What follows belongs to an exercise in optimizing a design on an open flow for small area; a production flow would make more cautious choices. Function was checked by simulation only, so behaviour that the tests miss may differ from the original. Power and IR drop assume default switching activity.

[flow/design.v]
`default_nettype	none
module	wbuart(i_clk, i_rst,
		i_wb_cyc, i_wb_stb, i_wb_we, i_wb_addr, i_wb_data,
			o_wb_ack, o_wb_stall, o_wb_data,
		i_uart_rx, o_uart_tx, i_cts_n, o_rts_n,
		o_uart_rx_int, o_uart_tx_int,
		o_uart_rxfifo_int, o_uart_txfifo_int);
	input	wire		i_clk, i_rst;
	input	wire		i_wb_cyc;
	input	wire		i_wb_stb, i_wb_we;
	input	wire	[1:0]	i_wb_addr;
	input	wire	[31:0]	i_wb_data;
	output	reg		o_wb_ack;
	output	wire		o_wb_stall;
	output	reg	[31:0]	o_wb_data;
	input	wire		i_uart_rx;
	output	wire		o_uart_tx;
	input	wire		i_cts_n;
	output	reg		o_rts_n;
	output	wire		o_uart_rx_int, o_uart_tx_int,
				o_uart_rxfifo_int, o_uart_txfifo_int;
	wire	tx_busy;
	reg	[30:24]	setup_hi;
	reg	[15:0]	setup_lo;
	wire	[30:0]	uart_setup = { setup_hi, 8'h0, setup_lo };
	wire	wr_setup = (i_wb_stb)&&(i_wb_addr == 2'b00)&&(i_wb_we);
	wire	wr_rxreg = (i_wb_stb)&&(i_wb_addr == 2'b10)&&(i_wb_we);
	wire	wr_txreg = (i_wb_stb)&&(i_wb_addr == 2'b11)&&(i_wb_we);
	always @(posedge i_clk)
		if (i_rst)
		begin
			setup_hi <= 7'h0;
			setup_lo <= 16'd25;
		end else if (wr_setup)
		begin
			setup_hi <= i_wb_data[30:24];
			setup_lo <= i_wb_data[15:0];
		end
	wire		rx_stb, rx_break, rx_perr, rx_ferr, ck_uart;
	wire	[7:0]	rx_uart_data;
	reg		rx_uart_reset;
	rxuart	rx(i_clk, (i_rst)||(rx_uart_reset),
			uart_setup[29:0], i_uart_rx,
			rx_stb, rx_uart_data, rx_break,
			rx_perr, rx_ferr, ck_uart);
	wire		rx_empty_n, rx_fifo_err;
	wire	[7:0]	rxf_wb_data;
	wire	[15:0]	rxf_status;
	reg		rxf_wb_read;
	ufifo	#(.RXFIFO(1))
		rxfifo(i_clk, (i_rst)||(rx_break)||(rx_uart_reset),
			rx_stb, rx_uart_data,
			rx_empty_n,
			rxf_wb_read, rxf_wb_data,
			rxf_status, rx_fifo_err);
	assign	o_uart_rxfifo_int = rxf_status[1];
	assign	o_uart_rx_int = rxf_status[0];
	always @(posedge i_clk)
		o_rts_n <= (!uart_setup[30])&&(rxf_status[5:2] > 4'd13);
	always @(posedge i_clk)
		rxf_wb_read <= (i_wb_stb)&&(i_wb_addr[1:0]==2'b10)
				&&(!i_wb_we);
	reg	r_rx_perr;
	always @(posedge i_clk)
		if ((rx_uart_reset)||(rx_break))
			r_rx_perr <= 1'b0;
		else if (wr_rxreg)
			r_rx_perr <= (r_rx_perr)&&(!i_wb_data[9]);
		else if (rx_stb)
			r_rx_perr <= (r_rx_perr)||(rx_perr);
	always @(posedge i_clk)
		if ((i_rst)||(wr_setup))
			rx_uart_reset <= 1'b1;
		else if (wr_rxreg)
			rx_uart_reset <= i_wb_data[12];
		else
			rx_uart_reset <= 1'b0;
	wire	[31:0]	wb_rx_data;
	assign	wb_rx_data = { 16'h00,
				3'h0, rx_fifo_err,
				rx_break, rx_ferr, r_rx_perr, !rx_empty_n,
				rxf_wb_data};
	wire		tx_empty_n, txf_err;
	wire	[7:0]	tx_data;
	wire	[15:0]	txf_status;
	reg		txf_wb_write, tx_uart_reset;
	reg	[7:0]	txf_wb_data;
	always @(posedge i_clk)
	begin
		txf_wb_write <= wr_txreg;
		txf_wb_data  <= i_wb_data[7:0];
	end
	reg	r_tx_break;
	ufifo	#(.RXFIFO(0))
		txfifo(i_clk, (r_tx_break)||(tx_uart_reset),
			txf_wb_write, txf_wb_data,
			tx_empty_n,
			(!tx_busy)&&(tx_empty_n), tx_data,
			txf_status, txf_err);
	assign	o_uart_tx_int = txf_status[0];
	assign	o_uart_txfifo_int = txf_status[1];
	always @(posedge i_clk)
		if (i_rst)
			r_tx_break <= 1'b0;
		else if (wr_txreg)
			r_tx_break <= i_wb_data[9];
	always @(posedge i_clk)
		if ((i_rst)||(wr_setup))
			tx_uart_reset <= 1'b1;
		else if (wr_txreg)
			tx_uart_reset <= i_wb_data[12];
		else
			tx_uart_reset <= 1'b0;
	txuart	tx(i_clk, i_rst, uart_setup,
			r_tx_break, (tx_empty_n), tx_data,
			i_cts_n, o_uart_tx, tx_busy);
	wire	tx_busy_or_full = tx_busy | txf_status[0];
	wire	[31:0]	wb_tx_data;
	assign	wb_tx_data = { 16'h00,
				i_cts_n, txf_status[1:0], txf_err,
				ck_uart, o_uart_tx, r_tx_break, tx_busy_or_full,
				tx_busy_or_full ? txf_wb_data : 8'h00 };
	wire	[31:0]	wb_fifo_data;
	assign	wb_fifo_data = { txf_status, rxf_status };
	reg	[1:0]	r_wb_addr;
	always @(posedge i_clk)
		r_wb_addr <= i_wb_addr;
	reg	r_wb_ack;
	always @(posedge i_clk)
		r_wb_ack <= i_wb_stb;
	always @(posedge i_clk)
		o_wb_ack <= r_wb_ack;
	always @(posedge i_clk)
		case(r_wb_addr)
		2'b00: o_wb_data <= { 1'b0, uart_setup };
		2'b01:  o_wb_data <= wb_fifo_data;
		2'b10: o_wb_data <= wb_rx_data;
		2'b11: o_wb_data <= wb_tx_data;
		endcase
	assign	o_wb_stall = 1'b0;
endmodule
`default_nettype	none
module rxuart(i_clk, i_reset, i_setup, i_uart_rx, o_wr, o_data, o_break,
			o_parity_err, o_frame_err, o_ck_uart);
	input	wire		i_clk, i_reset;
	input	wire	[29:0]	i_setup;
	input	wire		i_uart_rx;
	output	reg		o_wr;
	output	reg	[7:0]	o_data;
	output	reg		o_break;
	output	reg		o_parity_err, o_frame_err;
	output	wire		o_ck_uart;
	reg	[15:0]	r_baud;
	reg	[3:0]	state;
	wire	[1:0]	data_bits   = i_setup[29:28];
	wire		dblstop     = i_setup[27];
	wire		use_parity  = i_setup[26];
	wire		fixd_parity = i_setup[25];
	wire		parity_even = i_setup[24];
	wire	[19:0]	break_condition = { r_baud, 4'h0 };
	wire	[15:0]	baud_reload = r_baud - 16'h1;
	reg	[15:0]	baud_counter;
	reg		zero_baud_counter;
	reg	q_uart, qq_uart, ck_uart;
	always @(posedge i_clk)
	begin
		q_uart <= i_uart_rx;
		qq_uart <= q_uart;
		ck_uart <= qq_uart;
	end
	assign	o_ck_uart = ck_uart;
	reg	[19:0]	chg_counter;
	wire		chg_done = (chg_counter >= break_condition);
	always @(posedge i_clk)
		if (i_reset)
			chg_counter <= 20'h0;
		else if (qq_uart != ck_uart)
			chg_counter <= 20'h0;
		else if (!chg_done)
			chg_counter <= chg_counter + 20'h1;
	always @(posedge i_clk)
		o_break <= chg_done && !ck_uart;
	reg	line_synch;
	always @(posedge i_clk)
		line_synch <= chg_done && ck_uart;
	reg	half_baud_time;
	always @(posedge i_clk)
		half_baud_time <= (!ck_uart) && (r_baud[15:1] != 15'h0)
			&& ((chg_counter + 20'h1) >= { 5'h0, r_baud[15:1] });
	always @(posedge i_clk)
		if (state >= 4'he)
			r_baud <= i_setup[15:0];
	always @(posedge i_clk)
	begin
		if (i_reset)
			state <= 4'he;
		else if (state == 4'he)
		begin
			if (line_synch)
				state <= 4'hf;
		end else if (o_break)
			state <= 4'hd;
		else if (state == 4'hd)
		begin
			if (ck_uart)
				state <= 4'hf;
		end else if (state == 4'hf)
		begin
			if ((!ck_uart)&&(half_baud_time))
				state <= { 2'b00, data_bits };
		end else if (zero_baud_counter)
		begin
			if (state < 4'h7)
				state <= state + 1;
			else if (state == 4'h7)
				state <= (use_parity) ? 4'h8:4'h9;
			else if (state == 4'h8)
				state <= 4'h9;
			else if (state == 4'h9)
			begin
				if (!ck_uart)
					state <= 4'he;
				else if (dblstop)
					state <= 4'ha;
				else
					state <= 4'hf;
			end else begin
				if (!ck_uart)
					state <= 4'he;
				else
					state <= 4'hf;
			end
		end
	end
	reg	[7:0]	data_reg;
	always @(posedge i_clk)
		if ((zero_baud_counter)&&(state != 4'h8))
			data_reg <= { ck_uart, data_reg[7:1] };
	reg		calc_parity;
	always @(posedge i_clk)
		if (state == 4'hf)
			calc_parity <= 0;
		else if (zero_baud_counter)
			calc_parity <= calc_parity ^ ck_uart;
	always @(posedge i_clk)
		if ((zero_baud_counter)&&(state == 4'h8))
		begin
			if (fixd_parity)
				o_parity_err <= (ck_uart ^ parity_even);
			else if (parity_even)
				o_parity_err <= (calc_parity != ck_uart);
			else
				o_parity_err <= (calc_parity == ck_uart);
		end else if (state >= 4'hd)
			o_parity_err <= 1'b0;
	always @(posedge i_clk)
		if ((zero_baud_counter)&&((state == 4'h9)
						||(state == 4'ha)))
			o_frame_err <= (o_frame_err)||(!ck_uart);
		else if ((zero_baud_counter)||(state >= 4'hd))
			o_frame_err <= 1'b0;
	reg	pre_wr;
	always @(posedge i_clk)
		if (i_reset)
		begin
			pre_wr <= 1'b0;
			o_data <= 8'h00;
		end else if ((zero_baud_counter)&&(state == 4'h9))
		begin
			pre_wr <= 1'b1;
			case (data_bits)
			2'b00: o_data <= data_reg;
			2'b01: o_data <= { 1'b0, data_reg[7:1] };
			2'b10: o_data <= { 2'b0, data_reg[7:2] };
			2'b11: o_data <= { 3'b0, data_reg[7:3] };
			endcase
		end else if ((zero_baud_counter)||(state == 4'hf))
			pre_wr <= 1'b0;
	always @(posedge i_clk)
		if ((zero_baud_counter)||(state == 4'hf))
			o_wr <= (pre_wr)&&(!i_reset);
		else
			o_wr <= 1'b0;
	always @(posedge i_clk)
		if (i_reset)
			baud_counter <= baud_reload;
		else if (zero_baud_counter)
			baud_counter <= baud_reload;
		else if (state >= 4'hd)
			baud_counter <= baud_reload;
		else
			baud_counter <= baud_counter - 16'h1;
	always @(posedge i_clk)
		if (state == 4'hf)
			zero_baud_counter <= 1'b0;
		else
			zero_baud_counter <= (baud_counter == 16'h1);
endmodule
`default_nettype	none
module txuart(i_clk, i_reset, i_setup, i_break, i_wr, i_data,
		i_cts_n, o_uart_tx, o_busy);
	input	wire		i_clk, i_reset;
	input	wire	[30:0]	i_setup;
	input	wire		i_break;
	input	wire		i_wr;
	input	wire	[7:0]	i_data;
	input	wire		i_cts_n;
	output	reg		o_uart_tx;
	output	wire		o_busy;
	reg	[30:24]	r_fmt;
	reg	[15:0]	r_baud;
	wire	[1:0]	data_bits   = r_fmt[29:28];
	wire		dblstop     = r_fmt[27];
	wire		use_parity  = r_fmt[26];
	wire		fixd_parity = r_fmt[25];
	wire		parity_even = r_fmt[24];
	wire		hw_flow_control = !r_fmt[30];
	reg	[19:0]	baud_counter;
	reg	[3:0]	state;
	reg	[7:0]	lcl_data;
	reg		calc_parity, r_busy, zero_baud_counter;
	reg	q_cts_n, qq_cts_n, ck_cts;
	always	@(posedge i_clk)
	begin
		q_cts_n <= i_cts_n;
		qq_cts_n <= q_cts_n;
		ck_cts <= (!qq_cts_n)||(!hw_flow_control);
	end
	wire	start = (i_wr)&&(!r_busy);
	always @(posedge i_clk)
	begin
		if (i_reset)
		begin
			r_busy <= 1'b1;
			state <= 4'hf;
		end else if (i_break)
		begin
			state <= 4'he;
			r_busy <= 1'b1;
		end else if (!zero_baud_counter)
			r_busy <= 1'b1;
		else if (state == 4'he)
		begin
			state <= 4'hf;
			r_busy <= 1'b1;
		end else if (state == 4'hf)
		begin
			if (start)
			begin
				r_busy <= 1'b1;
				state <= { 2'b00, data_bits };
			end else
				r_busy <= !ck_cts;
		end else begin
			r_busy <= 1'b1;
			if (state[3] == 0)
			begin
				if (state == 4'h7)
					state <= (use_parity)?4'h8:4'h9;
				else
					state <= state + 1;
			end else if (state == 4'h8)
				state <= 4'h9;
			else if (state == 4'h9)
			begin
				if (dblstop)
					state <= 4'ha;
				else
					state <= 4'hf;
			end else
				state <= 4'hf;
		end
	end
	assign	o_busy = r_busy;
	always @(posedge i_clk)
		if (state == 4'hf)
		begin
			r_fmt  <= i_setup[30:24];
			r_baud <= i_setup[15:0];
		end
	always @(posedge i_clk)
		if (!r_busy)
			lcl_data <= i_data;
		else if (zero_baud_counter)
			lcl_data <= { 1'b0, lcl_data[7:1] };
	always @(posedge i_clk)
		if (i_reset)
			o_uart_tx <= 1'b1;
		else if ((i_break)||(start))
			o_uart_tx <= 1'b0;
		else if (zero_baud_counter)
			casez(state)
			4'b0???:	o_uart_tx <= lcl_data[0];
			4'h8:	o_uart_tx <= calc_parity;
			default:	o_uart_tx <= 1'b1;
			endcase
	always @(posedge i_clk)
		if (fixd_parity)
			calc_parity <= parity_even;
		else if (zero_baud_counter)
		begin
			if (state[3] == 0)
				calc_parity <= calc_parity ^ lcl_data[0];
			else
				calc_parity <= parity_even;
		end else if (!r_busy)
			calc_parity <= parity_even;
	always @(posedge i_clk)
	begin
		zero_baud_counter <= (baud_counter == 20'h01);
		if ((i_reset)||(i_break))
		begin
			baud_counter <= { r_baud, 4'h0 };
			zero_baud_counter <= 1'b0;
		end else if (!zero_baud_counter)
			baud_counter <= baud_counter - 20'h01;
		else if (state == 4'he)
			baud_counter <= { 2'b0, r_baud, 2'b0 };
		else if (state == 4'hf)
		begin
			baud_counter <= 20'h0;
			zero_baud_counter <= 1'b1;
			if (start)
			begin
				baud_counter <= { 4'h0, r_baud } - 20'h01;
				zero_baud_counter <= 1'b0;
			end
		end else
			baud_counter <= { 4'h0, r_baud } - 20'h01;
	end
endmodule
`default_nettype	none
module ufifo(i_clk, i_rst, i_wr, i_data, o_empty_n, i_rd, o_data, o_status, o_err);
	parameter	RXFIFO = 1'b0;
	input	wire		i_clk, i_rst;
	input	wire		i_wr;
	input	wire	[7:0]	i_data;
	output	wire		o_empty_n;
	input	wire		i_rd;
	output	wire	[7:0]	o_data;
	output	wire	[15:0]	o_status;
	output	wire		o_err;
	reg	[7:0]	mem	[1:15];
	reg	[3:0]	rp, wp, n;
	reg		ovfl;
	wire	full  = (n == 4'hf);
	wire	empty = (n == 4'h0);
	wire	do_rd = i_rd && !empty;
	wire	do_wr = i_wr && (i_rd || !full);
	wire	[3:0]	rp_adv  = do_rd ? { rp[2:0], rp[3]^rp[2] } : rp;
	wire	[3:0]	rp_next = { rp_adv[3:1], rp_adv[0] | (rp_adv == 4'h0) };
	always @(posedge i_clk)
	begin
		rp <= (RXFIFO != 0) ? rp_next : (i_rst ? 4'h1 : rp_next);
		if (i_rst)
		begin
			wp   <= (RXFIFO != 0) ? rp_next : 4'h1;
			n    <= 4'h0;
			ovfl <= 1'b0;
		end else begin
			if (do_wr)
				wp <= { wp[2:0], wp[3]^wp[2] };
			if (do_wr && !do_rd)
				n <= n + 4'h1;
			else if (do_rd && !do_wr)
				n <= n - 4'h1;
			if (i_wr && !i_rd && full)
				ovfl <= 1'b1;
		end
	end
	always @(posedge i_clk)
		if (do_wr && !i_rst)
			mem[wp] <= i_data;
	generate if (RXFIFO != 0)
	begin : RX
		reg	[7:0]	r_data;
		reg		show;
		always @(posedge i_clk)
		begin
			r_data <= i_data;
			show   <= (n != { 3'b0, do_rd });
		end
		assign	o_data = show ? mem[rp] : r_data;
		assign	o_status = { 4'h4, 6'h0, n, n[3], !empty };
	end else begin : TX
		assign	o_data = mem[rp];
		assign	o_status = { 4'h4, 6'h0, ~n, !n[3], full };
	end endgenerate
	assign	o_empty_n = !empty;
	assign	o_err = ovfl;
endmodule
[flow/run.sh]
#!/bin/bash
# synth_recipe.tcl (not shown) runs the flow's synth.tcl, then flattens the netlist and writes it again
# the make line also repeats each setting of config.mk as NAME=value (left out here)
make -C /OpenROAD-flow-scripts/flow DESIGN_CONFIG=/design/flow/config.mk WORK_HOME=/design/flow/orfs CLKGATE_MAP_FILE= SYNTH_SCRIPT=/design/flow/synth_recipe.tcl finish
[flow/config.mk]
export PLATFORM = sky130hd
export DESIGN_NAME = wbuart
export DESIGN_NICKNAME = wbuart
export VERILOG_FILES = /design/flow/design.v
export SDC_FILE = /design/flow/constraint.sdc
export NUM_CORES = 4
export LEC_CHECK = 0
export CAP_MARGIN = 20
export CORE_MARGIN = 2
export CORE_UTILIZATION = 40
export CTS_BUF_LIST = sky130_fd_sc_hd__clkbuf_4
export SLEW_MARGIN = 20
[flow/constraint.sdc]
create_clock -name core_clock -period 10.0 [get_ports {i_clk}]
set_input_delay 2.0000 -clock core_clock [delete_from_list [all_inputs] [get_ports {i_clk}]]
set_output_delay 2.0000 -clock core_clock [all_outputs]
set_load 0.01 [all_outputs]
==> results of run 1 <==
==> Yosys cell counts (4+ instances only) <==
cell	count
nand2_1	160
inv_1	57
buf_4	5
nand3_1	40
or3_1	13
buf_2	9
and4_1	5
a22oi_1	6
nand2b_1	19
and3_1	12
nor4_1	19
or4_1	7
or2_2	7
xor2_1	43
nor3_1	28
o21ai_0	65
a31oi_1	11
o22a_1	4
mux2_2	7
nor3b_1	4
a21o_1	8
nor2b_1	5
xnor2_1	53
a21oi_1	99
mux2i_1	47
a211oi_1	13
clkbuf_1	58
edfxtp_1	302
nor4b_1	4
mux4_2	67
a221o_1	5
nor2_1	161
nand3b_1	7
o22ai_1	5
and2_1	17
ha_1	62
a221oi_1	8
nand4_1	8
dfxtp_1	189
buf_1	6
==> kinds of logic (layout without fill, tap and decap cells) <==
| family | after synthesis | in the layout | share of synthesized area |
|---|---|---|---|
| XOR/XNOR | 96 | 96 | 0.03980 |
| adder cells (fa/ha/maj) | 64 | 64 | 0.03861 |
| flip-flops | 491 | 491 | 0.6084 |
| AO/OA/AOI/OAI | 250 | 250 | 0.07101 |
| multiplexers | 121 | 121 | 0.09742 |
| buffers and inverters | 138 | 375 | 0.02630 |
| AND/OR/NAND/NOR | 526 | 526 | 0.1183 |
| other | 1 | 6 | 0.0001775 |
==> power by group through the flow <==
| stage | sequential, W | combinational, W | clock (W) |
|---|---|---|---|
| final | 0.00222 | 0.000155 | 0.00185 |
| after global routing | 0.00222 | 0.000172 | 0.00201 |
| after CTS | 0.00222 | 0.000155 | 0.00191 |
| after detailed placement | 0.00226 | 0.000154 | 0 |
| after global placement | 0.00226 | 0.000153 | 0 |
| after floorplan | 0.00224 | 0.000102 | 0 |
==> routing by layer <==
metal | GRT usage | vias to the layer above | share of wire
met5 | 0 | - | 0.00022
met4 | 0.07753 | 2 | 0.026
met3 | 0.04341 | 90 | 0.055
met2 | 0.2788 | 416 | 0.45
met1 | 0.2585 | 6728 | 0.46
li1 | - | 6555 | -
==> final cells by class <==
cell class	count	area share
Timing Repair Buffer	83	0.03254
Clock inverter	44	0.01374
Inverter	59	0.009142
Sequential cell	491	0.5307
Antenna cell	2	0.0002066
Tap cell	688	0.03554
Multi-Input combinational cell	1061	0.3196
Clock buffer	189	0.05857
==> through the flow <==
step | area, µm² | instances | hold WS [ns] | util
floorplan | 21140 | 1690 | 0.3096 | -
global placement | 22460 | 2382 | 0.3137 | 0.4292
detailed placement | 22460 | 2382 | 0.3184 | 0.4292
CTS | 24210 | 2615 | 0.3310 | 0.4626
global route | 24220 | 2616 | 0.3426 | 0.4628
finish | 24220 | 2617 | 0.3276 | 0.4628
==> how the worst min path moves through the flow <==
stage	start	end	slack (ns)	cells past startpoint
after floorplan	r_wb_ack$_DFF_P_	o_wb_ack$_DFF_P_	0.31	0
after CTS	rx.q_uart$_DFF_P_	rx.qq_uart$_DFF_P_	0.33	0
after global routing	rx.q_uart$_DFF_P_	rx.qq_uart$_DFF_P_	0.34	0
final	rx.q_uart$_DFF_P_	rx.qq_uart$_DFF_P_	0.33	0
after detailed placement	rx.q_uart$_DFF_P_	rx.qq_uart$_DFF_P_	0.32	0
after global placement	tx.q_cts_n$_DFF_P_	tx.qq_cts_n$_DFF_P_	0.31	0
==> worst register-to-register path, stage by stage, from the launching register on <==
cell	delay [ns]
dfxtp_1	0.38
and4_1	0.33
a21boi_1	0.64
nor3b_1	0.53
nand2_1	0.19
nor2_1	0.79
==> metrics.yaml, run 1 <==
synth_seq_area_share: 0.6084
r2r_end: "txfifo.mem[1][5]$_DFFE_PP_"
final.min_clock_period_ns: 4.458
insertion_delay_ns: 0.83
timing.critical_path.to: "o_uart_rx_int"
synthCells: 1687
p_clk_frac: 0.438
r2r-start: "txfifo.n[1]$_SDFFE_PP0P_"
die_area_um2: 54670
avgSynthCellArea_um2: 12.52
grt_pass1_vias: 13242
dp_hpwl_mm: 33.53
cp_num_buf_inv: 1
start_util: 0.4036
cp-startpoint: "rxfifo.n[0]$_SDFFE_PN0P_"
cpPeakStageDelay_ns: 0.70
multiInputGateArea_um2: 7742
critPathMaxFanout: 6
dieHeight_um: 233.8
vias_per_cell: 5.270
endpoint_kind: "output pin"
yosysWarnings: 5
routedWlPerCell_um: 19.24
clock-root-buffer: "clkbuf_4"
ys_ff_latch: 491
power.total_w: 0.004221
finalWirelength_mm: 50.35
r2r_slack_ns: 6.76
timing.final.crit_share: 0.4458
rr_worst_depth: 5
drc: 0
io_pins: 81
synth_top_area_frac: 0.4293
cts_hold_buf: 0
grt_pass1_wl_mm: 76.56
skew_ns: 0.03448
powerDensity_nw_per_um2: 174.3
required_ns: 8.00
synth_area_leader_cell: "edfxtp_1"
max-cap-violations: 0
regArea_um2: 12850
num-nets-final: 1931
top_regs: "rxfifo.mem: 120 flops, txfifo.mem: 120 flops, o_wb_data: 28 flops"
outcome: "finished clean"
vias: 13791
crit_chain: "or4_1 -> clkdlybuf4s50_1"
port_buffers: 66
core_um2: 52340
cts_sinks: 491
htreeDepth: 4
cts_tree: "built"
gr-total-overflow: 0
slew_headroom: 0.3261
cts_setup_buffers: 0
worst_pin_slew_ns: 1.007
rsz0062_at_grt: "false"
fmax_mhz: 224.3
crit_slowest_cell: "or4_1"
p_switching_w: 0.0009542
synth_area_leaders: "edfxtp_1 43%, dfxtp_1 18%, mux4_2 7.1%"
slew_viol_final: 0
pwr-share-seq: 0.525
path_class: "register to output pin"
peakVddDrop_mv: 0.08336
finalSetupViolCount: 0
critical_path.top_delay_family: "simple AND/OR/NAND/NOR gates"
tns_ns: 0
combPwrFrac: 0.037
startpoint_type: "register"
drtPass1Iterations: 5
fillers: 4663
synthArstFlopShare: 0
final_cell_mix: "302 x edfxtp_1, 189 x clkbuf_4, 187 x dfxtp_1, 160 x nand2_1, 160 x nor2_1"
drt_iter0_drc: 1007
ctsResizeCount: 0
min_path_type: "register to register"
layout-drive-gt1-share: 0.1650
synth_area_um2: 21130
gp_congestion: 0.8675
synth-edff-count: 302
place_ws_ns: 5.112
yosys_most_used_dff: "edfxtp_1"
ys_types: 72
antenna_found_initial: 3
cts_buffer_depth: 3
cts_made_buffers: 130
setup_slack_ns: 5.542
track_usage: 0.1856
die_w_um: 233.8
hold_viol: 0
power.static_leakage_nw: 8.881
arrival_ns: 2.46
sw_frac_of_total: 0.2260
rows: 84
drtAntennaViolNets: 0
clk_pin_slew_ns: 0.07
final_common_cell: "edfxtp_1"
p_int_w: 0.003267
path_depth: 2
grt_max_degree: 44
area_growth_pct: 14.66
==> inputs of run 2 (changes only) <==
--- a/flow/config.mk
+++ b/flow/config.mk
@@ -10,3 +10,2 @@
 export CORE_UTILIZATION = 40
-export CTS_BUF_LIST = sky130_fd_sc_hd__clkbuf_4
 export SLEW_MARGIN = 20
==> metrics.yaml, run 2 <==
outcome: "finished clean"  # unchanged
rows: 84  # unchanged
hold_viol: 0  # unchanged
drtAntennaViolNets: 0  # unchanged
critPathMaxFanout: 30  # was 6
p_clk_frac: 0.443  # was 0.438
p_switching_w: 0.0009112  # was 0.0009542 W
path_class: "input port to register"  # was register to output pin
tns_ns: 0  # unchanged
combPwrFrac: 0.036  # was 0.037
cts_tree: "built"  # unchanged
fin_cells: 2476  # was 2617
synth_area_leaders: "edfxtp_1 43%, dfxtp_1 18%, mux4_2 7.1%"  # unchanged
dp_hpwl_mm: 33.53  # unchanged
track_usage: 0.1808  # was 0.1856
stdcell_area_um2: 24120  # was 24220 µm²
holdWs_ns: 0.3274  # was 0.3276 ns
cts_setup_buffers: 0  # unchanged
final.min_clock_period_ns: 4.292  # was 4.458 ns
area_growth_pct: 14.19  # was 14.66%
cts_sinks: 491  # unchanged
drt_iter0_drc: 1137  # was 1007
synth_seq_area_share: 0.6084  # unchanged
cts_hold_buf: 0  # unchanged
timing.final.crit_share: 0.4292  # was 0.4458
rsz0062_at_grt: "false"  # unchanged
slew_viol_final: 0  # unchanged
drtPass1Iterations: 5  # unchanged
powerDensity_nw_per_um2: 176.6  # was 174.3 nW/µm²
required_ns: 10.24  # was 8.00 ns
grt_pass1_vias: 12447  # was 13242
skew_ns: 0.01212  # was 0.03448 ns
top_regs: "rxfifo.mem: 120 flops, txfifo.mem: 120 flops, o_wb_data: 28 flops"  # unchanged
synth_area_um2: 21130  # unchanged
ys_types: 72  # unchanged
finalSetupViolCount: 0  # unchanged
setup_slack_ns: 5.708  # was 5.542 ns
ys_ff_latch: 491  # unchanged
power.static_leakage_nw: 8.661  # was 8.881 nW
gp_congestion: 0.8675  # unchanged
core_um2: 52340  # unchanged
worst_pin_slew_ns: 0.9722  # was 1.007 ns
ctsResizeCount: 0  # unchanged
synth.most_common_cell: "edfxtp_1"  # unchanged
synthCells: 1687  # unchanged
fmax_mhz: 233.0  # was 224.3 MHz
startpoint_type: "input port"  # was register
layout-drive-gt1-share: 0.1035  # was 0.1650
cts_buffer_depth: 3  # unchanged
die_w_um: 233.8  # unchanged
io_pins: 81  # unchanged
clock-root-buffer: "clkbuf_16"  # was clkbuf_4
synth_top_area_frac: 0.4293  # unchanged
grt_pass1_wl_mm: 74.95  # was 76.56 mm
antenna_found_initial: 3  # unchanged
ys_top_cells_by_count: "302 x edfxtp_1, 189 x dfxtp_1, 161 x nor2_1"  # unchanged
cp-startpoint: "i_rst"  # was rxfifo.n[0]$_SDFFE_PN0P_
num-nets-final: 1851  # was 1931
drc: 0  # unchanged
gr-total-overflow: 0  # unchanged
insertion_delay_ns: 0.60  # was 0.83 ns
arrival_ns: 4.53  # was 2.46 ns
place_ws_ns: 5.112  # unchanged
r2r_slack_ns: 6.83  # was 6.76 ns
vias: 13374  # was 13791
r2r-start: "txfifo.n[1]$_SDFFE_PP0P_"  # unchanged
sw_frac_of_total: 0.2139  # was 0.2260
grt_max_degree: 44  # unchanged
avgSynthCellArea_um2: 12.52  # unchanged
vias_per_cell: 5.401  # was 5.270
synth-edff-count: 302  # unchanged
pwr-share-seq: 0.521  # was 0.525
routedWlPerCell_um: 19.94  # was 19.24 µm
max-cap-violations: 0  # unchanged
synth_area_leader_cell: "edfxtp_1"  # unchanged
die_area_um2: 54670  # unchanged
yosysWarnings: 5  # unchanged
yosys_most_used_dff: "edfxtp_1"  # unchanged
cts_made_buffers: 50  # was 130
slew_headroom: 0.3495  # was 0.3261
clk_pin_slew_ns: 0.06  # was 0.07 ns
min_path_type: "register to register"  # unchanged
synthArstFlopShare: 0  # unchanged
dp_cells: 2382  # unchanged
r2r_end: "txfifo.mem[1][4]$_DFFE_PP_"  # was txfifo.mem[1][5]$_DFFE_PP_
finalWirelength_mm: 49.37  # was 50.35 mm
htreeDepth: 2  # was 4
rr_worst_depth: 5  # unchanged
p_int_w: 0.003349  # was 0.003267 W
dieHeight_um: 233.8  # unchanged
port_buffers: 66  # unchanged
place_area_um2: 22460  # unchanged
final_cell_mix: "302 x edfxtp_1, 187 x dfxtp_1, 160 x nand2_1, 160 x nor2_1, 99 x a21oi_1"  # was 302 x edfxtp_1, 189 x clkbuf_4, 187 x dfxtp_1, 160 x nand2_1, 160 x nor2_1
endpoint_kind: "register"  # was output pin
start_util: 0.4036  # unchanged
peakVddDrop_mv: 0.1159  # was 0.08336 mV
timing.critical_path.to: "rxfifo.mem[2][1]$_DFFE_PP_"  # was o_uart_rx_int
final_common_cell: "edfxtp_1"  # unchanged
[run 2: cell count changes in the layout (fill, tap and decap cells not counted), moves of 2 or more]
cell,before,now
clkbuf_8,0,4
inv_2,5,1
clkinv_1,29,5
clkbuf_16,0,53
clkbuf_1,0,17
clkbuf_4,189,0
bufinv_16,6,4
clkinv_2,5,9
[run 2: cell type report]
type | count | area (µm²)
multi-input cells | 1061 | 7742
repair buffers | 83 | 788.3
well taps | 688 | 860.8
inverters | 59 | 221.5
fillers | 4606 | 28220
clock inverters | 19 | 209.0
diodes | 1 | 2.502
flip-flops and latches | 491 | 12850
clock buffers | 74 | 1445
[run 2: worst min-delay path by stage]
stage | startpoint | end | slack [ns] | depth (start not counted)
after floorplan | r_wb_ack$_DFF_P_ | o_wb_ack$_DFF_P_ | 0.31 | 0
after global placement | tx.q_cts_n$_DFF_P_ | tx.qq_cts_n$_DFF_P_ | 0.31 | 0
after detailed placement | rx.q_uart$_DFF_P_ | rx.qq_uart$_DFF_P_ | 0.32 | 0
after CTS | rx.q_uart$_DFF_P_ | rx.qq_uart$_DFF_P_ | 0.33 | 0
after global routing | rx.q_uart$_DFF_P_ | rx.qq_uart$_DFF_P_ | 0.34 | 0
final | rx.q_uart$_DFF_P_ | rx.qq_uart$_DFF_P_ | 0.33 | 0
[run 2: power groups by stage]
| stage | clock network [W] | logic [W] | registers, W |
|---|---|---|---|
| finish | 0.00189 | 0.000154 | 0.00222 |
| global route | 0.00200 | 0.000172 | 0.00222 |
| CTS | 0.00193 | 0.000155 | 0.00222 |
| detailed placement | 0 | 0.000154 | 0.00226 |
| global placement | 0 | 0.000153 | 0.00226 |
| floorplan | 0 | 0.000102 | 0.00224 |
[run 2: metrics by stage]
step	total power, W	util
after global placement	0.002410	0.4292
final	0.004260	0.4609
after CTS	0.004303	0.4608
after detailed placement	0.002414	0.4292
after global routing	0.004398	0.4609
after floorplan	0.002343	-
[run 2: critical path: stages]
cell             delay, ns
clkdlybuf4s50_1       0.40
buf_4                 0.24
or3_1                 0.61
nor4b_1               0.73
and2_1                0.52
[run 2: cell families (layout without fill, tap and decap cells)]
group	after synthesis	in the layout	share of synthesized area
compound gates	250	250	0.07101
xor+xnor	96	96	0.03980
fa+ha+maj	64	64	0.03861
buf+inv	138	235	0.02630
flops	491	491	0.6084
mux	121	121	0.09742
other cells	1	5	0.0001775
simple gates	526	526	0.1183
[run 2: layer usage]
metal,GRT usage,wire length [µm],share of wire,vias up
met5,0,25,0.00051,-
met2,0.2751,22150,0.45,354
met4,0.05795,1418,0.029,4
met1,0.2615,23070,0.47,6624
met3,0.03380,2703,0.055,92
li1,-,-,-,6300
==> inputs of run 3 (changes only) <==
--- a/flow/design.v
+++ b/flow/design.v
@@ -160,3 +160,2 @@
 	wire	[19:0]	break_condition = { r_baud, 4'h0 };
-	wire	[15:0]	baud_reload = r_baud - 16'h1;
 	reg	[15:0]	baud_counter;
@@ -236,3 +235,10 @@
 	always @(posedge i_clk)
-		if ((zero_baud_counter)&&(state != 4'h8))
+		if ((zero_baud_counter)&&(state == 4'h9))
+			case (data_bits)
+			2'b00: data_reg <= data_reg;
+			2'b01: data_reg <= { 1'b0, data_reg[7:1] };
+			2'b10: data_reg <= { 2'b0, data_reg[7:2] };
+			2'b11: data_reg <= { 3'b0, data_reg[7:3] };
+			endcase
+		else if ((zero_baud_counter)&&(state != 4'h8))
 			data_reg <= { ck_uart, data_reg[7:1] };
@@ -261,20 +267,16 @@
 			o_frame_err <= 1'b0;
-	reg	pre_wr;
+	reg	pre_wr, data_ev;
 	always @(posedge i_clk)
 		if (i_reset)
-		begin
 			pre_wr <= 1'b0;
-			o_data <= 8'h00;
-		end else if ((zero_baud_counter)&&(state == 4'h9))
-		begin
+		else if ((zero_baud_counter)&&(state == 4'h9))
 			pre_wr <= 1'b1;
-			case (data_bits)
-			2'b00: o_data <= data_reg;
-			2'b01: o_data <= { 1'b0, data_reg[7:1] };
-			2'b10: o_data <= { 2'b0, data_reg[7:2] };
-			2'b11: o_data <= { 3'b0, data_reg[7:3] };
-			endcase
-		end else if ((zero_baud_counter)||(state == 4'hf))
+		else if ((zero_baud_counter)||(state == 4'hf))
 			pre_wr <= 1'b0;
 	always @(posedge i_clk)
+		data_ev <= (i_reset)||((zero_baud_counter)&&(state == 4'h9));
+	always @(posedge i_clk)
+		if (data_ev)
+			o_data <= (pre_wr) ? data_reg : 8'h00;
+	always @(posedge i_clk)
 		if ((zero_baud_counter)||(state == 4'hf))
@@ -284,8 +286,4 @@
 	always @(posedge i_clk)
-		if (i_reset)
-			baud_counter <= baud_reload;
-		else if (zero_baud_counter)
-			baud_counter <= baud_reload;
-		else if (state >= 4'hd)
-			baud_counter <= baud_reload;
+		if ((i_reset)||(zero_baud_counter)||(state >= 4'hd))
+			baud_counter <= r_baud;
 		else
@@ -296,3 +294,3 @@
 		else
-			zero_baud_counter <= (baud_counter == 16'h1);
+			zero_baud_counter <= (baud_counter == 16'h2);
 endmodule
@@ -409,6 +407,6 @@
 	begin
-		zero_baud_counter <= (baud_counter == 20'h01);
+		zero_baud_counter <= (baud_counter == 20'h02);
 		if ((i_reset)||(i_break))
 		begin
-			baud_counter <= { r_baud, 4'h0 };
+			baud_counter <= { r_baud, 4'h1 };
 			zero_baud_counter <= 1'b0;
@@ -417,6 +415,6 @@
 		else if (state == 4'he)
-			baud_counter <= { 2'b0, r_baud, 2'b0 };
+			baud_counter <= { 2'b0, r_baud, 2'b01 };
 		else if (state == 4'hf)
 		begin
-			baud_counter <= 20'h0;
+			baud_counter <= 20'h1;
 			zero_baud_counter <= 1'b1;
@@ -424,3 +422,3 @@
 			begin
-				baud_counter <= { 4'h0, r_baud } - 20'h01;
+				baud_counter <= { 4'h0, r_baud };
 				zero_baud_counter <= 1'b0;
@@ -428,3 +426,3 @@
 		end else
-			baud_counter <= { 4'h0, r_baud } - 20'h01;
+			baud_counter <= { 4'h0, r_baud };
 	end
@@ -475,10 +473,6 @@
 	begin : RX
-		reg	[7:0]	r_data;
 		reg		show;
 		always @(posedge i_clk)
-		begin
-			r_data <= i_data;
-			show   <= (n != { 3'b0, do_rd });
-		end
-		assign	o_data = show ? mem[rp] : r_data;
+			show <= (n != { 3'b0, do_rd });
+		assign	o_data = show ? mem[rp] : i_data;
 		assign	o_status = { 4'h4, 6'h0, n, n[3], !empty };
==> metrics.yaml, run 3 <==
ys_ff_latch: 484  # was 491
avgSynthCellArea_um2: 12.69  # was 12.52 µm²
regArea_um2: 12790  # was 12850 µm²
yosysWarnings: 5  # unchanged
cts_sinks: 484  # was 491
tns_ns: 0  # unchanged
synth_area_um2: 20730  # was 21130 µm²
finalSetupViolCount: 0  # unchanged
rsz0062_at_grt: "false"  # unchanged
clock-root-buffer: "clkbuf_16"  # unchanged
cts_buffer_depth: 3  # unchanged
top_regs: "rxfifo.mem: 120 flops, txfifo.mem: 120 flops, o_wb_data: 28 flops"  # unchanged
arrival_ns: 4.40  # was 4.53 ns
fillers: 4584  # was 4606
ys_types: 84  # was 72
die_area_um2: 53650  # was 54670 µm²
vias_per_cell: 5.422  # was 5.401
yosys_most_used_dff: "edfxtp_1"  # unchanged
multiInputGateArea_um2: 7361  # was 7742 µm²
outcome: "finished clean"  # unchanged
synth_simple_gate_area_frac: 0.1177  # was 0.1183
final_cell_mix: "310 x edfxtp_1, 184 x nand2_1, 172 x dfxtp_1, 134 x nor2_1, 104 x a21oi_1"  # was 302 x edfxtp_1, 187 x dfxtp_1, 160 x nand2_1, 160 x nor2_1, 99 x a21oi_1
skew_ns: 0.03286  # was 0.01212 ns
synth_area_leader_cell: "edfxtp_1"  # unchanged
powerDensity_nw_per_um2: 178.4  # was 176.6 nW/µm²
insertion_delay_ns: 0.60  # about the same
dp_hpwl_mm: 33.58  # was 33.53 mm
drtAntennaViolNets: 0  # unchanged
synth_top_area_frac: 0.4491  # was 0.4293
final.min_clock_period_ns: 4.195  # was 4.292 ns
finalWirelength_mm: 49.32  # was 49.37 mm
port_buffers: 66  # unchanged
critPathMaxFanout: 29  # was 30
yosys.area_share.adder: 0.03815  # was 0.03861
die_w_um: 231.6  # was 233.8 µm
layout-drive-gt1-share: 0.1150  # was 0.1035
synthXorXnorAreaFrac: 0.02282  # was 0.03980
diodes: 0  # was 1
place_area_um2: 22000  # was 22460 µm²
drt_iter0_drc: 1108  # was 1137
wl_met3_mm: 2.664  # was 2.703 mm
holdWs_ns: 0.3303  # was 0.3274 ns
cts_hold_buf: 0  # unchanged
start_util: 0.4040  # was 0.4036
synthCells: 1634  # was 1687
top_layer: "met4"  # was met5
startpoint_type: "input port"  # unchanged
grt_pass1_vias: 12698  # was 12447
vias: 13073  # was 13374
routedWlPerCell_um: 20.46  # was 19.94 µm
slew_headroom: 0.2688  # was 0.3495
synth_area_leaders: "edfxtp_1 45%, dfxtp_1 17%, mux4_2 6.8%"  # was edfxtp_1 43%, dfxtp_1 18%, mux4_2 7.1%
final_util: 0.4609  # about the same
rows: 83  # was 84
synthArstFlopShare: 0  # unchanged
synth_seq_area_share: 0.6172  # was 0.6084
path_class: "input port to register"  # unchanged
dr_wl_met2_mm: 23.36  # was 22.15 mm
hold_viol: 0  # unchanged
max-cap-violations: 0  # unchanged
antenna_found_initial: 3  # unchanged
io_pins: 81  # unchanged
area_growth_pct: 14.08  # was 14.19%
synth_top_family_by_area: "simple AND/OR/NAND/NOR gates"  # unchanged
num-nets-final: 1794  # was 1851
cts_made_buffers: 50  # unchanged
min_path_type: "register to register"  # unchanged
gr-total-overflow: 0  # unchanged
required_ns: 10.20  # was 10.24 ns
synth.area.mux_share: 0.09248  # was 0.09742
cts_setup_buffers: 0  # unchanged
synth.most_common_cell: "edfxtp_1"  # unchanged
dieHeight_um: 231.6  # was 233.8 µm
synth-edff-count: 310  # was 302
ctsResizeCount: 0  # unchanged
slew_viol_final: 0  # unchanged
stdcell_area_um2: 23650  # was 24120 µm²
synth_compound_gate_area_share: 0.08282  # was 0.07101
ys_top_cells_by_count: "310 x edfxtp_1, 184 x nand2_1, 174 x dfxtp_1"  # was 302 x edfxtp_1, 189 x dfxtp_1, 161 x nor2_1
gp_congestion: 0.8549  # was 0.8675
clk_pin_slew_ns: 0.06  # about the same
track_usage: 0.1850  # was 0.1808
power.static_leakage_nw: 8.420  # was 8.661 nW
timing.final.crit_share: 0.4195  # was 0.4292
worst_pin_slew_ns: 1.088  # was 0.9722 ns
core_um2: 51300  # was 52340 µm²
cts_tree: "built"  # unchanged
final_common_cell: "edfxtp_1"  # unchanged
drtPass1Iterations: 5  # unchanged
htreeDepth: 2  # unchanged
grt_pass1_wl_mm: 75.69  # was 74.95 mm
met1_length_mm: 22.00  # was 23.07 mm
endpoint_kind: "register"  # unchanged
fmax_mhz: 238.4  # was 233.0 MHz
grt_max_degree: 44  # unchanged
peakVddDrop_mv: 0.1291  # was 0.1159 mV
drc: 0  # unchanged
[run 3: cell count changes in the layout (fill, tap and decap cells not counted), sizes merged, moves of 12 or more]
cell,delta
dfxtp,-15
nand2,+24
nor2,-25
o31ai,+12
xnor2,-30
xor2,-12
[run 3: power by group]
part / internal (W) / switching (W) / total [W]
registers: 0.00215 / 0.0000501 / 0.00220
clock network: 0.00109 / 0.000780 / 0.00187
logic: 0.0000622 / 0.0000774 / 0.000140
total: 0.00331 / 0.000908 / 0.00422
[run 3: area by class of cell]
cell class | count | share of cell area
clock inverter | 29 | 0.01217
tap | 680 | 0.03598
inverter | 56 | 0.008889
timing repair buffer | 82 | 0.03302
sequential | 484 | 0.5411
multi-input combinational | 1017 | 0.3113
clock buffer | 63 | 0.05757
[run 3: layer usage]
metal,global-route usage,up-vias
met5,0,-
met4,0.05729,0
met3,0.02867,79
met2,0.2985,345
met1,0.2575,6480
li1,-,6169
[run 3: path summary, 6_finish.rpt]
| kind | startpoint | end | slack (ns) | cells after the start |
|---|---|---|---|---|
| max | i_rst | rxfifo.mem[13][1]$_DFFE_PP_ | 5.80 | 6 |
| min | r_wb_ack$_DFF_P_ | o_wb_ack$_DFF_P_ | 0.33 | 0 |
| max reg2reg | txfifo.n[3]$_SDFFE_PP0P_ | txfifo.n[3]$_SDFFE_PP0P_ | 7.00 | 11 |
| min reg2reg | r_wb_ack$_DFF_P_ | o_wb_ack$_DFF_P_ | 0.33 | 0 |
[run 3: through the flow]
stage	power (W)	cells	worst slack, ns
finish	0.004218	2411	5.805
global route	0.004353	2411	5.563
CTS	0.004254	2411	5.786
detailed placement	0.002385	2319	5.206
global placement	0.002381	2319	5.208
floorplan	0.002314	1637	6.218
[run 3: worst max-delay path, stage by stage]
cell	delay [ns]
clkdlybuf4s50_1	0.40
buf_4	0.24
or3_1	0.59
nor2_1	0.30
nand2_1	0.16
nor2_1	0.69
[run 3: cells by family after synthesis]
family          after synthesis
other cells                   1
simple gates                507
mux                         112
buf+inv                     136
fa+ha+maj                    62
xor+xnor                     54
compound gates              278
flops                       484
==> inputs of run 4 (changes only) <==
--- a/flow/design.v
+++ b/flow/design.v
@@ -152,4 +152,4 @@
 	output	wire		o_ck_uart;
-	reg	[15:0]	r_baud;
 	reg	[3:0]	state;
+	wire	[15:0]	r_baud_in = i_setup[15:0];
 	wire	[1:0]	data_bits   = i_setup[29:28];
@@ -159,3 +159,2 @@
 	wire		parity_even = i_setup[24];
-	wire	[19:0]	break_condition = { r_baud, 4'h0 };
 	reg	[15:0]	baud_counter;
@@ -170,11 +169,23 @@
 	assign	o_ck_uart = ck_uart;
-	reg	[19:0]	chg_counter;
-	wire		chg_done = (chg_counter >= break_condition);
+	reg	[19:0]	chg_count;
+	reg		cmp_break, cmp_half, chg_restart, rb_zero, rb_one;
+	wire		chg_done = (chg_restart) ? rb_zero : cmp_break;
+	wire		half_ok  = (chg_restart) ? rb_one  : cmp_half;
+	wire		restart = (i_reset)||(qq_uart != ck_uart);
+	wire	[19:0]	chg_next = (restart) ? 20'h1
+				: ((chg_done) ? chg_count : chg_count + 20'h1);
 	always @(posedge i_clk)
-		if (i_reset)
-			chg_counter <= 20'h0;
-		else if (qq_uart != ck_uart)
-			chg_counter <= 20'h0;
-		else if (!chg_done)
-			chg_counter <= chg_counter + 20'h1;
+	begin
+		chg_count   <= chg_next;
+		chg_restart <= restart;
+		cmp_break   <= (chg_next > { r_baud_in, 4'h0 });
+		cmp_half    <= (r_baud_in[15:1] != 15'h0)
+				&& (chg_next >= { 5'h0, r_baud_in[15:1] });
+	end
+	always @(posedge i_clk)
+		if (state >= 4'he)
+		begin
+			rb_zero <= (r_baud_in == 16'h0);
+			rb_one  <= (r_baud_in[15:1] == 15'h1);
+		end
 	always @(posedge i_clk)
@@ -186,7 +197,3 @@
 	always @(posedge i_clk)
-		half_baud_time <= (!ck_uart) && (r_baud[15:1] != 15'h0)
-			&& ((chg_counter + 20'h1) >= { 5'h0, r_baud[15:1] });
-	always @(posedge i_clk)
-		if (state >= 4'he)
-			r_baud <= i_setup[15:0];
+		half_baud_time <= (!ck_uart) && half_ok;
 	always @(posedge i_clk)
@@ -287,3 +294,3 @@
 		if ((i_reset)||(zero_baud_counter)||(state >= 4'hd))
-			baud_counter <= r_baud;
+			baud_counter <= r_baud_in;
 		else
--- a/flow/config.mk
+++ b/flow/config.mk
@@ -10,2 +10,4 @@
 export CORE_UTILIZATION = 40
+export CTS_CLUSTER_DIAMETER = 80
+export CTS_CLUSTER_SIZE = 20
 export SLEW_MARGIN = 20
==> metrics.yaml, run 4 <==
gr-total-overflow: 0  # unchanged
grt_max_degree: 44  # unchanged
crit_slowest_cell: "nand2_1"  # was nor2_1
finalSetupViolCount: 0  # unchanged
top_layer: "met4"  # unchanged
layout-drive-gt1-share: 0.09586  # was 0.1150
drt_iter0_drc: 1185  # was 1108
cts_buffer_depth: 3  # unchanged
peakVddDrop_mv: 0.1392  # was 0.1291 mV
synth.most_common_cell: "edfxtp_1"  # unchanged
htreeDepth: 1  # was 2
powerDensity_nw_per_um2: 159.9  # was 178.4 nW/µm²
die_area_um2: 51700  # was 53650 µm²
ys_ff_latch: 473  # was 484
cts_setup_buffers: 0  # unchanged
vias: 12266  # was 13073
cpPeakStageDelay_ns: 0.63  # was 0.69 ns
port_buffers: 66  # unchanged
endpoint_kind: "register"  # unchanged
dp_hpwl_mm: 32.07  # was 33.58 mm
synth_top_area_frac: 0.4454  # was 0.4491
cts_hold_buf: 0  # unchanged
synth_seq_area_share: 0.6229  # was 0.6172
r2r-start: "rx.chg_restart$_DFF_P_"  # was txfifo.n[3]$_SDFFE_PP0P_
timing.final.crit_share: 0.5099  # was 0.4195
antenna_found_initial: 1  # was 3
track_usage: 0.1798  # was 0.1850
diodes: 0  # unchanged
path_class: "input port to register"  # unchanged
clk_pin_slew_ns: 0.08  # was 0.06 ns
rsz0062_at_grt: "false"  # unchanged
drtPass1Iterations: 5  # unchanged
slew_headroom: 0.2726  # was 0.2688
final_common_cell: "edfxtp_1"  # unchanged
synth_area_um2: 19960  # was 20730 µm²
die_w_um: 227.4  # was 231.6 µm
ctsResizeCount: 0  # unchanged
fmax_mhz: 196.1  # was 238.4 MHz
p_clk_frac: 0.357  # was 0.444
top_regs: "rxfifo.mem: 120 flops, txfifo.mem: 120 flops, o_wb_data: 28 flops"  # unchanged
routedWlPerCell_um: 20.09  # was 20.46 µm
clock-root-buffer: "clkbuf_16"  # unchanged
rows: 81  # was 83
max-cap-violations: 0  # unchanged
crit_chain: "clkdlybuf4s50_1 -> buf_4 -> nor2_1 -> nand2_1 -> nor2b_1 -> ha_1 -> nand2b_1 -> a2111oi_0 -> or4_1 -> a311oi_1 -> o311ai_0 -> o211ai_1"  # was clkdlybuf4s50_1 -> buf_4 -> or3_1 -> nor2_1 -> nand2_1 -> nor2_1
ys_top_cells_by_count: "296 x edfxtp_1, 177 x dfxtp_1, 155 x nand2_1"  # was 310 x edfxtp_1, 184 x nand2_1, 174 x dfxtp_1
cts_sinks: 473  # was 484
power.static_leakage_nw: 7.726  # was 8.420 nW
synthArstFlopShare: 0  # unchanged
num-nets-final: 1696  # was 1794
yosysWarnings: 5  # unchanged
synth_area_leaders: "edfxtp_1 45%, dfxtp_1 18%, mux4_2 7.1%"  # was edfxtp_1 45%, dfxtp_1 17%, mux4_2 6.8%
core_um2: 49050  # was 51300 µm²
combPwrFrac: 0.039  # was 0.033
final_cell_mix: "296 x edfxtp_1, 175 x dfxtp_1, 155 x nand2_1, 151 x nor2_1, 81 x a21oi_1"  # was 310 x edfxtp_1, 184 x nand2_1, 172 x dfxtp_1, 134 x nor2_1, 104 x a21oi_1
avgSynthCellArea_um2: 12.86  # was 12.69 µm²
min_path_type: "register to register"  # unchanged
slew_viol_final: 0  # unchanged
cp-startpoint: "i_rst"  # unchanged
finalWirelength_mm: 45.81  # was 49.32 mm
synthCells: 1552  # was 1634
min_from: "r_wb_ack$_DFF_P_"  # unchanged
skew_ns: 0.03255  # was 0.03286 ns
holdWs_ns: 0.3340  # was 0.3303 ns
area_growth_pct: 11.20  # was 14.08%
required_ns: 10.48  # was 10.20 ns
grt_pass1_vias: 11904  # was 12698
grt_pass1_wl_mm: 70.80  # was 75.69 mm
worst_pin_slew_ns: 1.090  # was 1.088 ns
dr_wl_met2_mm: 21.62  # was 23.36 mm
p_int_w: 0.002781  # was 0.003310 W
sw_frac_of_total: 0.2166  # was 0.2152
drc: 0  # unchanged
cts_tree: "built"  # unchanged
cts_made_buffers: 29  # was 50
start_util: 0.4069  # was 0.4040
p_switching_w: 0.0007688  # was 0.0009078 W
outcome: "finished clean"  # unchanged
met1_length_mm: 20.98  # was 22.00 mm
wl_met3_mm: 2.433  # was 2.664 mm
hold_viol: 0  # unchanged
arrival_ns: 5.58  # was 4.40 ns
ys_types: 62  # was 84
insertion_delay_ns: 0.60  # about the same
drtAntennaViolNets: 0  # unchanged
critPathMaxFanout: 28  # was 29
synth-edff-count: 296  # was 310
yosys_most_used_dff: "edfxtp_1"  # unchanged
tns_ns: 0  # unchanged
io_pins: 81  # unchanged
startpoint_type: "input port"  # unchanged
synth_area_leader_cell: "edfxtp_1"  # unchanged
pwr-share-seq: 0.604  # was 0.523
final.min_clock_period_ns: 5.099  # was 4.195 ns
gp_congestion: 0.8325  # was 0.8549
dieHeight_um: 227.4  # was 231.6 µm
vias_per_cell: 5.377  # was 5.422
run 4: cells by family (layout without fill, tap and decap cells):
logic type,after synthesis,count (layout),share of synthesized area
adders and majority gates,61,61,0.03899
xor gates and xnor gates,56,56,0.02458
DFF,473,473,0.6229
AOI/OAI and AO/OA,245,245,0.07467
and+or+nand+nor,475,475,0.1127
buffers and inverters,120,182,0.02476
muxes,121,121,0.1012
other,1,4,0.0001879
run 4: power groups by stage:
stage	Sequential [W]	Combinational [W]	Clock (W)
floorplan	0.00217	0.0000849	0
global placement	0.00219	0.000135	0
detailed placement	0.00219	0.000137	0
CTS	0.00215	0.000138	0.00130
global route	0.00215	0.000152	0.00137
finish	0.00215	0.000138	0.00127
run 4: worst paths after layout:
path | to | slack (ns) | cells past startpoint
worst min register to register | o_wb_ack$_DFF_P_ | 0.33 | 0
worst min-delay path | o_wb_ack$_DFF_P_ | 0.33 | 0
worst max register to register | rx.cmp_break$_DFF_P_ | 6.17 | 12
worst max-delay path | rx.cmp_half$_DFF_P_ | 4.90 | 12
run 4: routing by layer:
| metal | vias up | global-route usage |
|---|---|---|
| met2 | 295 | 0.2951 |
| met4 | 0 | 0.03837 |
| met1 | 6124 | 0.2567 |
| met3 | 51 | 0.02246 |
| met5 | - | 0 |
| li1 | 5796 | - |
run 4: stage by stage:
| step | util | setup WS (ns) | power (W) | area (µm²) | cells |
|---|---|---|---|---|---|
| 2_1_floorplan | - | 5.441 | 0.002257 | 19970 | 1555 |
| 3_3_place_gp | 0.4336 | 4.316 | 0.002323 | 21270 | 2227 |
| 3_5_place_dp | 0.4336 | 4.310 | 0.002327 | 21270 | 2227 |
| 4_1_cts | 0.4524 | 4.929 | 0.003579 | 22190 | 2281 |
| 5_1_grt | 0.4525 | 4.625 | 0.003671 | 22190 | 2281 |
| 6_report | 0.4525 | 4.901 | 0.003550 | 22190 | 2281 |
run 4: final cells by class:
type                       count  area [µm²]
fill                        4462       26860
sequential                   473       12430
multi-input combinational    962        7061
tap                          664       830.8
clock buffer                  47       814.5
timing repair buffer          80       765.7
inverter                      48       180.2
clock inverter                 7       107.6
run 4: worst max-delay path: cells and delay by family:
| family | cells | cell delay [ns] |
|---|---|---|
| buf+inv | 2 | 0.62 |
| compound gates | 4 | 0.93 |
| fa+ha+maj | 1 | 0.26 |
| simple gates | 5 | 1.75 |
==> inputs of run 5 (changes only) <==
==> flow/flow/run.sh (new file) <==
#!/bin/bash
# Standard ORFS layout with two changes: ports get the smallest buffer
# (sky130_fd_sc_hd__buf_1), and clock tree synthesis clusters the sinks
# without dummy loads.  All of ORFS's output goes to standard.log here and
# to the per-step logs under orfs/logs/.
set -euo pipefail
export BUFFER_PORTS_ARGS="-buffer_cell sky130_fd_sc_hd__buf_1"
export CTS_ARGS="-sink_clustering_enable -repair_clock_nets -dont_use_dummy_load -sink_clustering_size 20 -sink_clustering_max_diameter 80"
bash standard.sh > standard.log 2>&1
==> flow/standard.sh (new file) <==
#!/bin/bash
# synth_recipe.tcl (not shown) runs the flow's synth.tcl, then flattens the netlist and writes it again
# the make line also repeats each setting of config.mk as NAME=value (left out here)
make -C /OpenROAD-flow-scripts/flow DESIGN_CONFIG=/design/flow/config.mk WORK_HOME=/design/flow/orfs CLKGATE_MAP_FILE= SYNTH_SCRIPT=/design/flow/synth_recipe.tcl "${@:-finish}"
--- a/flow/config.mk
+++ b/flow/config.mk
@@ -9,5 +9,3 @@
 export CORE_MARGIN = 2
-export CORE_UTILIZATION = 40
-export CTS_CLUSTER_DIAMETER = 80
-export CTS_CLUSTER_SIZE = 20
+export CORE_UTILIZATION = 60
 export SLEW_MARGIN = 20
removed: flow/run.sh
==> metrics.yaml, run 5 <==
outcome: "finished clean"  # unchanged
vias: 12155  # was 12266
fmax_mhz: 210.1  # was 196.1 MHz
gp_congestion: 0.8779  # was 0.8325
core_um2: 32620  # was 49050 µm²
die_area_um2: 34740  # was 51700 µm²
drt_iter0_drc: 1024  # was 1185
endpoint_kind: "register"  # unchanged
vias_per_cell: 5.982  # was 5.377
yosys_most_used_dff: "edfxtp_1"  # unchanged
critPathMaxFanout: 28  # unchanged
min_path_type: "register to register"  # unchanged
holdWs_ns: 0.3321  # was 0.3340 ns
skew_ns: 0.04130  # was 0.03255 ns
powerDensity_nw_per_um2: 157.3  # was 159.9 nW/µm²
rows: 66  # was 81
area_growth_pct: 6.595  # was 11.20%
ys_top_cells_by_count: "296 x edfxtp_1, 177 x dfxtp_1, 155 x nand2_1"  # unchanged
path_class: "input port to register"  # unchanged
cts_setup_buffers: 0  # unchanged
avgSynthCellArea_um2: 12.86  # unchanged
cts_sinks: 473  # unchanged
slew_headroom: 0.3612  # was 0.2726
clk_pin_slew_ns: 0.08  # about the same
port_buffers: 66  # unchanged
track_usage: 0.2603  # was 0.1798
synth_top_area_frac: 0.4454  # unchanged
grt_pass1_vias: 11773  # was 11904
drtPass1Iterations: 6  # was 5
synthCells: 1552  # unchanged
antenna_found_initial: 2  # was 1
dp_hpwl_mm: 31.24  # was 32.07 mm
cts_buffer_depth: 3  # unchanged
finalWirelength_mm: 44.79  # was 45.81 mm
ctsResizeCount: 0  # unchanged
cts_tree: "built"  # unchanged
dieHeight_um: 186.4  # was 227.4 µm
finalSetupViolCount: 0  # unchanged
grt_pass1_wl_mm: 69.73  # was 70.80 mm
fin_cells: 2032  # was 2281
synth.most_common_cell: "edfxtp_1"  # unchanged
ys_types: 62  # unchanged
startpoint_type: "input port"  # unchanged
synth_area_leaders: "edfxtp_1 45%, dfxtp_1 18%, mux4_2 7.1%"  # unchanged
htreeDepth: 1  # unchanged
crit_slowest_cell: "nand2_1"  # unchanged
timing.final.crit_share: 0.4760  # was 0.5099
final.min_clock_period_ns: 4.760  # was 5.099 ns
worst_pin_slew_ns: 0.9569  # was 1.090 ns
grt_max_degree: 44  # unchanged
synth_seq_area_share: 0.6229  # unchanged
routedWlPerCell_um: 22.04  # was 20.09 µm
final_util: 0.6522  # was 0.4525
start_util: 0.6119  # was 0.4069
fillers: 2510  # was 4462
cts_hold_buf: 0  # unchanged
cpPeakStageDelay_ns: 0.61  # was 0.63 ns
arrival_ns: 5.25  # was 5.58 ns
slew_viol_final: 0  # unchanged
ys_ff_latch: 473  # unchanged
rsz0062_at_grt: "false"  # unchanged
layout-drive-gt1-share: 0.09125  # was 0.09586
die_w_um: 186.4  # was 227.4 µm
peakVddDrop_mv: 0.1714  # was 0.1392 mV
final_common_cell: "edfxtp_1"  # unchanged
hold_viol: 0  # unchanged
gr-total-overflow: 0  # unchanged
clock-root-buffer: "clkbuf_16"  # unchanged
insertion_delay_ns: 0.56  # was 0.60 ns
final_cell_mix: "296 x edfxtp_1, 175 x dfxtp_1, 155 x nand2_1, 151 x nor2_1, 81 x a21oi_1"  # unchanged
tns_ns: 0  # unchanged
num-nets-final: 1693  # was 1696
synth_area_leader_cell: "edfxtp_1"  # unchanged
top_regs: "rxfifo.mem: 120 flops, txfifo.mem: 120 flops, o_wb_data: 28 flops"  # unchanged
required_ns: 10.49  # was 10.48 ns
yosysWarnings: 5  # unchanged
dp_cells: 2003  # was 2227
synth-edff-count: 296  # unchanged
drc: 0  # unchanged
synthArstFlopShare: 0  # unchanged
crit_chain: "buf_1 -> buf_4 -> nor2_1 -> nand2_1 -> or2_2 -> inv_1 -> ha_1 -> nand4_1 -> or4_1 -> a311oi_1 -> o311ai_0 -> o211ai_1"  # was clkdlybuf4s50_1 -> buf_4 -> nor2_1 -> nand2_1 -> nor2b_1 -> ha_1 -> nand2b_1 -> a2111oi_0 -> or4_1 -> a311oi_1 -> o311ai_0 -> o211ai_1
io_pins: 81  # unchanged
synth_area_um2: 19960  # unchanged
power.static_leakage_nw: 7.447  # was 7.726 nW
drtAntennaViolNets: 0  # unchanged
max-cap-violations: 0  # unchanged
cts_made_buffers: 28  # was 29
run 5: layout make-up:
class                           count  area [µm²]  area share
Multi-Input combinational cell    962        7066      0.3321
Timing Repair Buffer               78       337.8     0.01588
Inverter                           48       180.2    0.008469
Tap cell                          442       553.0     0.02600
Clock buffer                       28       700.7     0.03294
Antenna cell                        1       2.502   0.0001176
Sequential cell                   473       12430      0.5845
run 5: worst paths after layout:
check	from	to	slack, ns	cells past startpoint
max	i_rst	rx.cmp_half$_DFF_P_	5.24	12
min	tx.q_cts_n$_DFF_P_	tx.qq_cts_n$_DFF_P_	0.33	0
max reg2reg	rx.chg_restart$_DFF_P_	rx.cmp_break$_DFF_P_	6.42	12
min reg2reg	tx.q_cts_n$_DFF_P_	tx.qq_cts_n$_DFF_P_	0.33	0
run 5: cell families (layout without fill, tap and decap cells):
family,count (synthesis),count (layout),synth area share
compound gates,245,245,0.07467
xor+xnor,56,56,0.02458
fa+ha+maj,61,61,0.03899
buf+inv,120,154,0.02476
flops,473,473,0.6229
mux,121,121,0.1012
other cells,1,5,0.0001879
simple gates,475,475,0.1127
run 5: routing by layer:
| layer | track usage | part of all wire |
|---|---|---|
| met4 | 0.09015 | 0.037 |
| met3 | 0.03178 | 0.058 |
| met5 | 0 | 0.00065 |
| met2 | 0.4188 | 0.47 |
| met1 | 0.3713 | 0.43 |
run 5: stage by stage:
step           instance area [µm²]  total power [W]  worst slack, ns
5_1_grt                      21270         0.003455            4.914
3_3_place_gp                 20560         0.002307            4.617
6_report                     21270         0.003346            5.240
2_1_floorplan                19970         0.002257            5.441
3_5_place_dp                 20570         0.002311            4.630
4_1_cts                      21270         0.003368            5.241
run 5: worst max-delay path, delay by kind of cell:
| kind | cells | cell delay, ns |
|---|---|---|
| AOI/OAI and AO/OA | 3 | 0.66 |
| adders and majority gates | 1 | 0.14 |
| buffers and inverters | 3 | 0.38 |
| and+or+nand+nor | 5 | 2.05 |
run 5: report_power, final:
part | internal, W | leakage [nW] | switching [W]
combinational | 0.0000473 | 2.88 | 0.0000707
sequential | 0.00210 | 4.23 | 0.0000504
clock | 0.000495 | 0.345 | 0.000584

-- static timing again, ports no longer ideal --
The results above use ideal ports. As a check the final layouts listed here were re-extracted and re-timed, cells and wires unchanged. Step 1 assumes that a clkbuf_16 drives the clock port and a buf_2 every other input. Step 2 times the ports against the registers' clock, not the clock port: input delays grow and output delays shrink by t, the midpoint of the rising clock arrivals with the driver on. a / b / c = ideal ports / drivers / drivers and shift; a / b = the first two.
| run | shift t [ns] | setup slack, ns | worst data-port slew with drivers (ns) |
|---|---|---|---|
| run 1 | 0.867 | 5.542 / 5.487 / 5.124 | 0.11 |
| run 2 | 0.655 | 5.708 / 5.716 / 5.092 | 0.10 |
| run 3 | 0.637 | 5.805 / 5.781 / 5.202 | 0.05 |
| run 4 | 0.639 | 4.901 / 4.936 / 4.297 | 0.04 |
| run 5 | 0.593 | 5.240 / 5.234 / 4.641 | 0.09 |
After both steps every run listed still meets setup and hold. For run 2, which loses most, drivers alone change the setup slack by +0.008 ns; drivers and shift together by -0.616 ns.
